Background: an optimization exercise with open tools, aiming at small area, a short achievable clock period and few clock cycles per item. Do not read the settings as production practice.
In this exercise RTL edits were held to simulation tests only and were not proved equivalent to the original.

[flow/config.mk]
export PLATFORM = sky130hd
export DESIGN_NAME = systolic_matmul
export DESIGN_NICKNAME = systolic_matmul
export VERILOG_FILES = /design/flow/design.v
export SDC_FILE = /design/flow/constraint.sdc
export NUM_CORES = 4
export LEC_CHECK = 0
export CAP_MARGIN = 20
export CORE_MARGIN = 2
export CORE_UTILIZATION = 40
export PLACE_DENSITY = 0.6
export SLEW_MARGIN = 20
[flow/constraint.sdc]
create_clock -name core_clock -period 8.0 [get_ports {clk}]
set_input_delay 1.6000 -clock core_clock [delete_from_list [all_inputs] [get_ports {clk}]]
set_output_delay 1.6000 -clock core_clock [all_outputs]
set_load 0.01 [all_outputs]
[flow/run.sh]
#!/bin/bash
# synth_recipe.tcl (not shown) runs the flow's synth.tcl, then flattens the netlist and writes it again
# the make line also repeats each setting of config.mk as NAME=value (left out here)
make -C /OpenROAD-flow-scripts/flow DESIGN_CONFIG=/design/flow/config.mk WORK_HOME=/design/flow/orfs CLKGATE_MAP_FILE= SYNTH_SCRIPT=/design/flow/synth_recipe.tcl finish
[flow/design.v]
`timescale 1ns / 1ps
module block #(parameter DATA_WIDTH = 32) (inp_north, inp_west, clk, rst, outp_south, outp_east, result);
    input [DATA_WIDTH-1:0] inp_north, inp_west;
    input clk, rst;
    output reg [DATA_WIDTH-1:0] outp_south, outp_east;
    output reg [2*DATA_WIDTH-1:0] result;
    wire [2*DATA_WIDTH-1:0] multi;
    always @(posedge clk or posedge rst) begin
        if(rst) begin
            result <= 0;
            outp_east <= 0;
            outp_south <= 0;
        end
        else begin
            result <= result + multi;
            outp_east <= inp_west;
            outp_south <= inp_north;
        end
    end
    assign multi = inp_north * inp_west;
endmodule
`timescale 1ns / 1ps
module systolic_array #(parameter DATA_WIDTH = 32) (inp_west0, inp_west4, inp_west8, inp_west12, inp_north0, inp_north1, inp_north2, inp_north3,
                      clk, rst, done,
                      result0, result1, result2, result3, result4, result5, result6, result7,
                      result8, result9, result10, result11, result12, result13, result14, result15);
    input [DATA_WIDTH-1:0] inp_west0, inp_west4, inp_west8, inp_west12, inp_north0, inp_north1, inp_north2, inp_north3;
    output reg done;
    input clk, rst;
    reg [31:0] count;   
    wire [DATA_WIDTH-1:0] outp_south0, outp_south1, outp_south2, outp_south3, outp_south4, outp_south5, outp_south6, outp_south7, outp_south8, outp_south9, outp_south10, outp_south11, outp_south12, outp_south13, outp_south14, outp_south15;
    wire [DATA_WIDTH-1:0] outp_east0, outp_east1, outp_east2, outp_east3, outp_east4, outp_east5, outp_east6, outp_east7, outp_east8, outp_east9, outp_east10, outp_east11, outp_east12, outp_east13, outp_east14, outp_east15;
    output [2*DATA_WIDTH-1:0] result0, result1, result2, result3, result4, result5, result6, result7, result8, result9, result10, result11, result12, result13, result14, result15;
    block #(DATA_WIDTH) P0 (inp_north0, inp_west0, clk, rst, outp_south0, outp_east0, result0);
    block #(DATA_WIDTH) P1 (inp_north1, outp_east0, clk, rst, outp_south1, outp_east1, result1);
    block #(DATA_WIDTH) P2 (inp_north2, outp_east1, clk, rst, outp_south2, outp_east2, result2);
    block #(DATA_WIDTH) P3 (inp_north3, outp_east2, clk, rst, outp_south3, outp_east3, result3);
    block #(DATA_WIDTH) P4 (outp_south0, inp_west4, clk, rst, outp_south4, outp_east4, result4);
    block #(DATA_WIDTH) P5 (outp_south1, outp_east4, clk, rst, outp_south5, outp_east5, result5);
    block #(DATA_WIDTH) P6 (outp_south2, outp_east5, clk, rst, outp_south6, outp_east6, result6);
    block #(DATA_WIDTH) P7 (outp_south3, outp_east6, clk, rst, outp_south7, outp_east7, result7);
    block #(DATA_WIDTH) P8 (outp_south4, inp_west8, clk, rst, outp_south8, outp_east8, result8);
    block #(DATA_WIDTH) P9 (outp_south5, outp_east8, clk, rst, outp_south9, outp_east9, result9);
    block #(DATA_WIDTH) P10 (outp_south6, outp_east9, clk, rst, outp_south10, outp_east10, result10);
    block #(DATA_WIDTH) P11 (outp_south7, outp_east10, clk, rst, outp_south11, outp_east11, result11);
    block #(DATA_WIDTH) P12 (outp_south8, inp_west12, clk, rst, outp_south12, outp_east12, result12);
    block #(DATA_WIDTH) P13 (outp_south9, outp_east12, clk, rst, outp_south13, outp_east13, result13);
    block #(DATA_WIDTH) P14 (outp_south10, outp_east13, clk, rst, outp_south14, outp_east14, result14);
    block #(DATA_WIDTH) P15 (outp_south11, outp_east14, clk, rst, outp_south15, outp_east15, result15);
    always @(posedge clk or posedge rst) begin
        if(rst) begin
            done <= 0;
            count <= 0;
        end
        else begin
            if(count == 11) begin
                done <= 1;
                count <= 0;
            end
            else begin
                done <= 0;
                count <= count + 1;
            end
        end    
    end
endmodule
module systolic_scheduler#(
  parameter DELAY = 10,
  parameter DATA_WIDTH = 32
) (
  input clk,
  input rst,
  input start,
  input [DATA_WIDTH-1:0] mat_a_00, mat_a_01, mat_a_02, mat_a_03,
  input [DATA_WIDTH-1:0] mat_a_10, mat_a_11, mat_a_12, mat_a_13,
  input [DATA_WIDTH-1:0] mat_a_20, mat_a_21, mat_a_22, mat_a_23,
  input [DATA_WIDTH-1:0] mat_a_30, mat_a_31, mat_a_32, mat_a_33,
  input [DATA_WIDTH-1:0] mat_b_00, mat_b_01, mat_b_02, mat_b_03,
  input [DATA_WIDTH-1:0] mat_b_10, mat_b_11, mat_b_12, mat_b_13,
  input [DATA_WIDTH-1:0] mat_b_20, mat_b_21, mat_b_22, mat_b_23,
  input [DATA_WIDTH-1:0] mat_b_30, mat_b_31, mat_b_32, mat_b_33,
  output reg [DATA_WIDTH-1:0] a_out0, a_out1, a_out2, a_out3,
  output reg [DATA_WIDTH-1:0] b_out0, b_out1, b_out2, b_out3,
  output reg valid,
  output reg done
);
  reg [3:0] step;  
  reg [$clog2(DELAY+1)-1:0] delay_counter;  
  reg feeding;  
  wire [DATA_WIDTH-1:0] mat_a [0:3][0:3];
  wire [DATA_WIDTH-1:0] mat_b [0:3][0:3];
  assign mat_a[0][0] = mat_a_00; assign mat_a[0][1] = mat_a_01; assign mat_a[0][2] = mat_a_02; assign mat_a[0][3] = mat_a_03;
  assign mat_a[1][0] = mat_a_10; assign mat_a[1][1] = mat_a_11; assign mat_a[1][2] = mat_a_12; assign mat_a[1][3] = mat_a_13;
  assign mat_a[2][0] = mat_a_20; assign mat_a[2][1] = mat_a_21; assign mat_a[2][2] = mat_a_22; assign mat_a[2][3] = mat_a_23;
  assign mat_a[3][0] = mat_a_30; assign mat_a[3][1] = mat_a_31; assign mat_a[3][2] = mat_a_32; assign mat_a[3][3] = mat_a_33;
  assign mat_b[0][0] = mat_b_00; assign mat_b[0][1] = mat_b_01; assign mat_b[0][2] = mat_b_02; assign mat_b[0][3] = mat_b_03;
  assign mat_b[1][0] = mat_b_10; assign mat_b[1][1] = mat_b_11; assign mat_b[1][2] = mat_b_12; assign mat_b[1][3] = mat_b_13;
  assign mat_b[2][0] = mat_b_20; assign mat_b[2][1] = mat_b_21; assign mat_b[2][2] = mat_b_22; assign mat_b[2][3] = mat_b_23;
  assign mat_b[3][0] = mat_b_30; assign mat_b[3][1] = mat_b_31; assign mat_b[3][2] = mat_b_32; assign mat_b[3][3] = mat_b_33;
  always @(posedge clk or posedge rst) begin
    if (rst) begin
      step <= 0;
      delay_counter <= 0;
      valid <= 0;
      done <= 0;
      feeding <= 0;
      a_out0 <= 0; a_out1 <= 0; a_out2 <= 0; a_out3 <= 0;
      b_out0 <= 0; b_out1 <= 0; b_out2 <= 0; b_out3 <= 0;
    end else begin
    if (start && !feeding) begin
        feeding <= 1;
        step <= 0;
        delay_counter <= 0;
        done <= 0;
        valid <= 0;
      end
      if (feeding) begin
        if (delay_counter == DELAY-1) begin
            delay_counter <= 0;
            valid <= 1;
            if (step <= 3) begin
              a_out0 <= mat_a[0][step];
              b_out0 <= mat_b[step][0];
            end else begin
              a_out0 <= 0;
              b_out0 <= 0;
            end
            if (step >= 1 && step <= 4) begin
              a_out1 <= mat_a[1][step-1];
              b_out1 <= mat_b[step-1][1];
            end else begin
              a_out1 <= 0;
              b_out1 <= 0;
            end
            if (step >= 2 && step <= 5) begin
              a_out2 <= mat_a[2][step-2];
              b_out2 <= mat_b[step-2][2];
            end else begin
              a_out2 <= 0;  
              b_out2 <= 0;
            end
            if (step >= 3 && step <= 6) begin
              a_out3 <= mat_a[3][step-3];
              b_out3 <= mat_b[step-3][3];
            end else begin
              a_out3 <= 0;
              b_out3 <= 0;
            end
            if (step == 7) begin
              feeding <= 0;
              done <= 1;
              valid <= 0;
            end else begin
              step <= step + 1;
            end
        end else begin
          delay_counter <= delay_counter + 1;
          valid <= 0;
        end
      end else if (done) begin
          valid <= 0;
          if (start) begin
              done <= 0;  
          end
      end else begin
        valid <= 0;
      end
    end
  end
endmodule
module systolic_matmul #(
  parameter DATA_WIDTH = 16
) (
  input clk,
  input rst,
  input start,
  input [DATA_WIDTH-1:0] mat_a_00, mat_a_01, mat_a_02, mat_a_03, mat_a_10, mat_a_11, mat_a_12, mat_a_13, mat_a_20, mat_a_21, mat_a_22, mat_a_23, mat_a_30, mat_a_31, mat_a_32, mat_a_33,
  input [DATA_WIDTH-1:0] mat_b_00, mat_b_01, mat_b_02, mat_b_03, mat_b_10, mat_b_11, mat_b_12, mat_b_13, mat_b_20, mat_b_21, mat_b_22, mat_b_23, mat_b_30, mat_b_31, mat_b_32, mat_b_33,
  output [2*DATA_WIDTH-1:0] c_00, c_01, c_02, c_03, c_10, c_11, c_12, c_13, c_20, c_21, c_22, c_23, c_30, c_31, c_32, c_33,
  output reg busy,
  output reg done
);
  localparam LAST = 11;
  wire [DATA_WIDTH-1:0] a_out0, a_out1, a_out2, a_out3;
  wire [DATA_WIDTH-1:0] b_out0, b_out1, b_out2, b_out3;
  wire sched_valid, sched_done, array_done;
  reg [3:0] cnt;
  wire go = start && !busy;
  always @(posedge clk or posedge rst) begin
    if (rst) begin
      busy <= 0;
      done <= 0;
      cnt <= 0;
    end else begin
      done <= 0;
      if (go) begin
        busy <= 1;
        cnt <= 1;
      end else if (busy) begin
        if (cnt == LAST) begin
          busy <= 0;
          done <= 1;
          cnt <= 0;
        end else begin
          cnt <= cnt + 1;
        end
      end
    end
  end
  systolic_scheduler #(
    .DELAY(1),
    .DATA_WIDTH(DATA_WIDTH)
  ) scheduler (
    .clk(clk),
    .rst(rst),
    .start(go),
    .mat_a_00(mat_a_00),
    .mat_a_01(mat_a_01),
    .mat_a_02(mat_a_02),
    .mat_a_03(mat_a_03),
    .mat_a_10(mat_a_10),
    .mat_a_11(mat_a_11),
    .mat_a_12(mat_a_12),
    .mat_a_13(mat_a_13),
    .mat_a_20(mat_a_20),
    .mat_a_21(mat_a_21),
    .mat_a_22(mat_a_22),
    .mat_a_23(mat_a_23),
    .mat_a_30(mat_a_30),
    .mat_a_31(mat_a_31),
    .mat_a_32(mat_a_32),
    .mat_a_33(mat_a_33),
    .mat_b_00(mat_b_00),
    .mat_b_01(mat_b_01),
    .mat_b_02(mat_b_02),
    .mat_b_03(mat_b_03),
    .mat_b_10(mat_b_10),
    .mat_b_11(mat_b_11),
    .mat_b_12(mat_b_12),
    .mat_b_13(mat_b_13),
    .mat_b_20(mat_b_20),
    .mat_b_21(mat_b_21),
    .mat_b_22(mat_b_22),
    .mat_b_23(mat_b_23),
    .mat_b_30(mat_b_30),
    .mat_b_31(mat_b_31),
    .mat_b_32(mat_b_32),
    .mat_b_33(mat_b_33),
    .a_out0(a_out0), .a_out1(a_out1), .a_out2(a_out2), .a_out3(a_out3),
    .b_out0(b_out0), .b_out1(b_out1), .b_out2(b_out2), .b_out3(b_out3),
    .valid(sched_valid),
    .done(sched_done)
  );
  systolic_array #(
    .DATA_WIDTH(DATA_WIDTH)
  ) array (
    .inp_west0(a_out0), .inp_west4(a_out1), .inp_west8(a_out2), .inp_west12(a_out3),
    .inp_north0(b_out0), .inp_north1(b_out1), .inp_north2(b_out2), .inp_north3(b_out3),
    .clk(clk),
    .rst(rst),
    .done(array_done),
    .result0(c_00),
    .result1(c_01),
    .result2(c_02),
    .result3(c_03),
    .result4(c_10),
    .result5(c_11),
    .result6(c_12),
    .result7(c_13),
    .result8(c_20),
    .result9(c_21),
    .result10(c_22),
    .result11(c_23),
    .result12(c_30),
    .result13(c_31),
    .result14(c_32),
    .result15(c_33)
  );
endmodule
==> run notes <==
metrics by stage:
| stage | TNS, ps | cell area [um^2] | cells |
|---|---|---|---|
| 2_1_floorplan | -8143170 | 184000 | 20100 |
| 3_3_place_gp | 0 | 203000 | 27000 |
| 3_5_place_dp | 0 | 203000 | 27000 |
| 4_1_cts | 0 | 208000 | 27200 |
| 5_1_grt | 0 | 208000 | 27300 |
| 6_report | 0 | 208000 | 27300 |
layout make-up:
cell class / instances / area [um^2]
multi-input combinational: 12800 / 135000
sequential: 1035 / 25900
antenna: 106 / 265
tap: 6149 / 7690
clock buffer: 196 / 4320
clock inverter: 84 / 972
timing repair buffer: 1416 / 13400
inverter: 5518 / 20700
fill: 44800 / 251000
layout by cell type, fill, tap and decap left out, types with 19 or more instances in the layout:
| cell | count |
|---|---|
| inv_1 | 5509 |
| fa_1 | 3600 |
| nand2_1 | 2565 |
| and2_1 | 1829 |
| ha_1 | 1588 |
| dfrtp_1 | 1030 |
| clkdlybuf4s50_1 | 1028 |
| a21oi_1 | 487 |
| buf_4 | 375 |
| nor2_1 | 354 |
| xnor2_1 | 352 |
| o21ai_0 | 207 |
| clkbuf_16 | 159 |
| a21o_1 | 158 |
| a221oi_1 | 144 |
| nand3_1 | 142 |
| a22oi_1 | 129 |
| o22ai_1 | 123 |
| a22o_1 | 111 |
| xor2_1 | 107 |
| diode_2 | 106 |
| nor2b_1 | 73 |
| o21a_1 | 61 |
| nor3_1 | 58 |
| nand2b_1 | 58 |
| nand4_1 | 57 |
| a222oi_1 | 56 |
| o21bai_1 | 54 |
| a211oi_1 | 46 |
| a31oi_1 | 46 |
| and3_1 | 44 |
| clkinv_2 | 25 |
| o21ai_1 | 22 |
| o31ai_1 | 20 |
| clkbuf_8 | 20 |
| or3_1 | 19 |
| mux2i_1 | 19 |
worst min-delay path by stage:
stage | slack, ps | cells after the start | startpoint | to
floorplan | 350 | 0 | scheduler.a_out0[1]$_DFFE_PP0P_ | array.P0.outp_east[1]$_DFF_PP0_
global placement | 400 | 0 | scheduler.a_out0[4]$_DFFE_PP0P_ | array.P0.outp_east[4]$_DFF_PP0_
detailed placement | 430 | 0 | scheduler.a_out0[4]$_DFFE_PP0P_ | array.P0.outp_east[4]$_DFF_PP0_
CTS | 440 | 0 | scheduler.a_out0[4]$_DFFE_PP0P_ | array.P0.outp_east[4]$_DFF_PP0_
global route | 460 | 0 | scheduler.a_out0[4]$_DFFE_PP0P_ | array.P0.outp_east[4]$_DFF_PP0_
finish | 440 | 0 | scheduler.a_out0[4]$_DFFE_PP0P_ | array.P0.outp_east[4]$_DFF_PP0_
cells by family after synthesis:
group | after synthesis
multiplexers | 37
AO/OA/AOI/OAI | 1867
buffers and inverters | 6255
adder cells (fa/ha/maj) | 5196
flip-flops | 1035
XOR/XNOR | 465
AND/OR/NAND/NOR | 5270
per-layer routing:
metal	vias up	part of all wire
met5	-	0.0012
met4	130	0.086
met3	1677	0.080
met2	5579	0.47
met1	72700	0.37
li1	61600	-
worst reg2reg max path: stages (launching register included):
cell	delay (ps)
dfrtp_1	1020
nand2_1	200
fa_1	590
inv_1	60
fa_1	510
inv_1	60
fa_1	520
inv_1	50
fa_1	390
fa_1	510
inv_1	50
fa_1	470
inv_1	40
ha_1	350
a21oi_1	190
o21ai_0	120
a21oi_1	220
o21ai_0	230
o41ai_1	600
o21ai_1	220
o41a_1	370
a21o_1	190
a21oi_1	170
xnor2_1	130
synthesized netlist by cell type, types with 18 or more instances:
master / n / area share
a21oi_1: 492 / 0.013
a21o_1: 158 / 0.0064
mux2i_1: 19 / 0.0010
and2_1: 1829 / 0.062
a31oi_1: 47 / 0.0016
dfrtp_1: 1035 / 0.14
o22ai_1: 123 / 0.0042
o31ai_1: 20 / 0.00081
ha_1: 1596 / 0.11
inv_1: 5510 / 0.11
a221oi_1: 148 / 0.0070
xor2_1: 110 / 0.0052
buf_1: 40 / 0.00081
o21a_1: 61 / 0.0025
a22o_1: 111 / 0.0053
o21ai_0: 208 / 0.0056
or3_1: 19 / 0.00065
clkbuf_1: 696 / 0.014
a211oi_1: 46 / 0.0019
nor3_1: 59 / 0.0016
nor2_1: 357 / 0.0073
nand2_1: 2566 / 0.052
a22oi_1: 129 / 0.0053
o21ai_1: 22 / 0.00060
fa_1: 3600 / 0.39
and3_1: 44 / 0.0015
a211o_1: 18 / 0.00086
nand2b_1: 58 / 0.0020
nor2b_1: 74 / 0.0025
o21bai_1: 54 / 0.0022
xnor2_1: 355 / 0.017
nand3_1: 142 / 0.0039
a222oi_1: 56 / 0.0030
nand4_1: 57 / 0.0019
==> reports/qor.csv <==
stage;metric;value;unit
global_route;track_usage;0.297;
layout;layout-drive-gt1-share;0.0363;
critical_path;crit_path_end;array.P10.result[28]$_DFF_PP0_;
cts;cts.reportedPaths.clkPinSlew;60;ps
critical_path;cp.depth;23;
detailed_routing;wl_per_cell;24.9;um
critical_path;r2r_start;array.P9.outp_east[7]$_DFF_PP0_;
timing;final_hold_viol_count;0;
timing;setup_ws;690;ps
synth;synth_top_family_by_area;adder cells;
synth;synthMuxAreaShare;0.00274;
synth;synth_area;0.184;mm^2
place;preCtsSetupSlack;640;ps
global_route;gr-usage-met3;0.0688;
cts;tritoncts;yes;
critical_path;worst_path_dominant_cell_family;adder cells;
critical_path;crit_chain;nand2_1, fa_1, inv_1, fa_1, inv_1, fa_1, inv_1, fa_1, fa_1, inv_1, fa_1, inv_1, ha_1, a21oi_1, o21ai_0, a21oi_1, o21ai_0, o41ai_1, o21ai_1, o41a_1, a21o_1, a21oi_1, xnor2_1;
cts;cts_root_buf;clkbuf_16;
place;detailed_place_hpwl;557000;um
timing;fmax;137;MHz
timing;skew;69.7;ps
timing;slew_headroom;0.134;
cts;hold_buffers;0;
global_route;first_global_vias;152000;
detailed_routing;drtIter0Drc;10800;
cts;ctsResizeCount;0;
critical_path;arrival;8120;ps
layout;area_growth;13.1;%
detailed_routing;first_pass_iters;9;
die;rows;249;
critical_path;end_kind;flip-flop;
cts;clock_sinks;1035;
place;port_buffers;1028;
layout;nets;26700;
critical_path;worst-r2r-cell-count;23;
synth;syn_inst;20100;
cts;htreeDepth;4;
run;drv_cap;0;
detailed_routing;drc;0;
outcome;status;finished clean;
synth;synth_compound_area_frac;0.0694;
cts;cts_buffers;156;
timing;drv_slew;0;
layout;final_core_util;0.454;
detailed_routing;via_per_inst;5.18;
synth;synthSimpleGateAreaFrac;0.138;
synth;syn_area_per_cell;9.16;um^2
synth;synthAdderAreaFrac;0.499;
cts;clk_path_buf_depth;4;
global_route;grt_max_degree;132;
global_route;gr-total-overflow;0;
global_route;met1_usage;0.347;
cts;clock_latency;940;ps
die;initial_core_util;0.401;
die;die_w;683;um
critical_path;crit_start;array.P9.outp_east[7]$_DFF_PP0_;
critical_path;path_buf_inv;5;
critical_path;cp-start-kind;flip-flop;
die;pin_count;1029;
timing;rsz0062_at_grt;false;
synth;ys_seq_elements;1035;
critical_path;reg2reg_to;array.P10.result[28]$_DFF_PP0_;
min_path;min_path_type;flip-flop to flip-flop;
critical_path;path_max_fanout;17;
global_route;grt_busiest_layer;met2;
timing;period_minus_slack;7310;ps
place;place_congestion;1.02;
global_route;grt_pass1_wl;1010000;um
timing;setup_viol;0;
critical_path;critPathKind;flip-flop to flip-flop;
detailed_routing;vias;142000;
critical_path;cp_data_required_time;8810;ps
timing;worst_slew_pin_slew;1290;ps
synth;syn-num-nets;25800;
critical_path;max_stage_delay;1020;ps
critical_path;cpMostUsedCell;fa_1;
critical_path;r2r_setup_slack;690;ps
synth;async_flop_share;1.00;
timing;fin_crit_sh;0.914;
die;die_h;683;um
synth;yosysSeqAreaShare;0.141;
synth;ys_types;94;
global_route;antenna_found_initial;213;
synth;ys.flop_type;dfrtp_1;
timing;hold_slack;435;ps
critical_path;slowest_stage;dfrtp_1;
synth;yosysWarnings;4;
synth;synth-xor-area-share;0.0221;
cts;post_cts_buffers;0;
die;die_area;0.466;mm^2
detailed_routing;ant_nets;0;
die;core;0.459;mm^2
synth;synth-edff-count;0;
global_route;grt_util_met2;0.485;
detailed_routing;routed_wl;681000;um
Testbench counts, summed over its fixed seeds: cycles 4,608, items 384.

[what the ideal ports hide]
Ports are ideal in the flow. The routed layout listed here was re-timed in OpenROAD.
Step 1: set_driving_cell puts a clkbuf_16 on clk and a buf_2 on each other input, an assumption about the parent block.
Step 2 adds t to the input delays and takes it off the output delays; t is the mean of the earliest and latest rising clock arrival at the registers after step 1. Input paths then give back, and output paths get back, about the clock's delay inside the block.
Slacks: ideal / step 1 / step 2; pairs: ideal / step 1.
t, ns: 1.031
slack for setup (ns): 0.690 / 0.690 / 0.690
worst setup path after step 2: register to register
After both steps setup and hold are still met in this run. For this run, drivers alone change the setup slack by 0.000 ns; drivers and shift together by 0.000 ns.
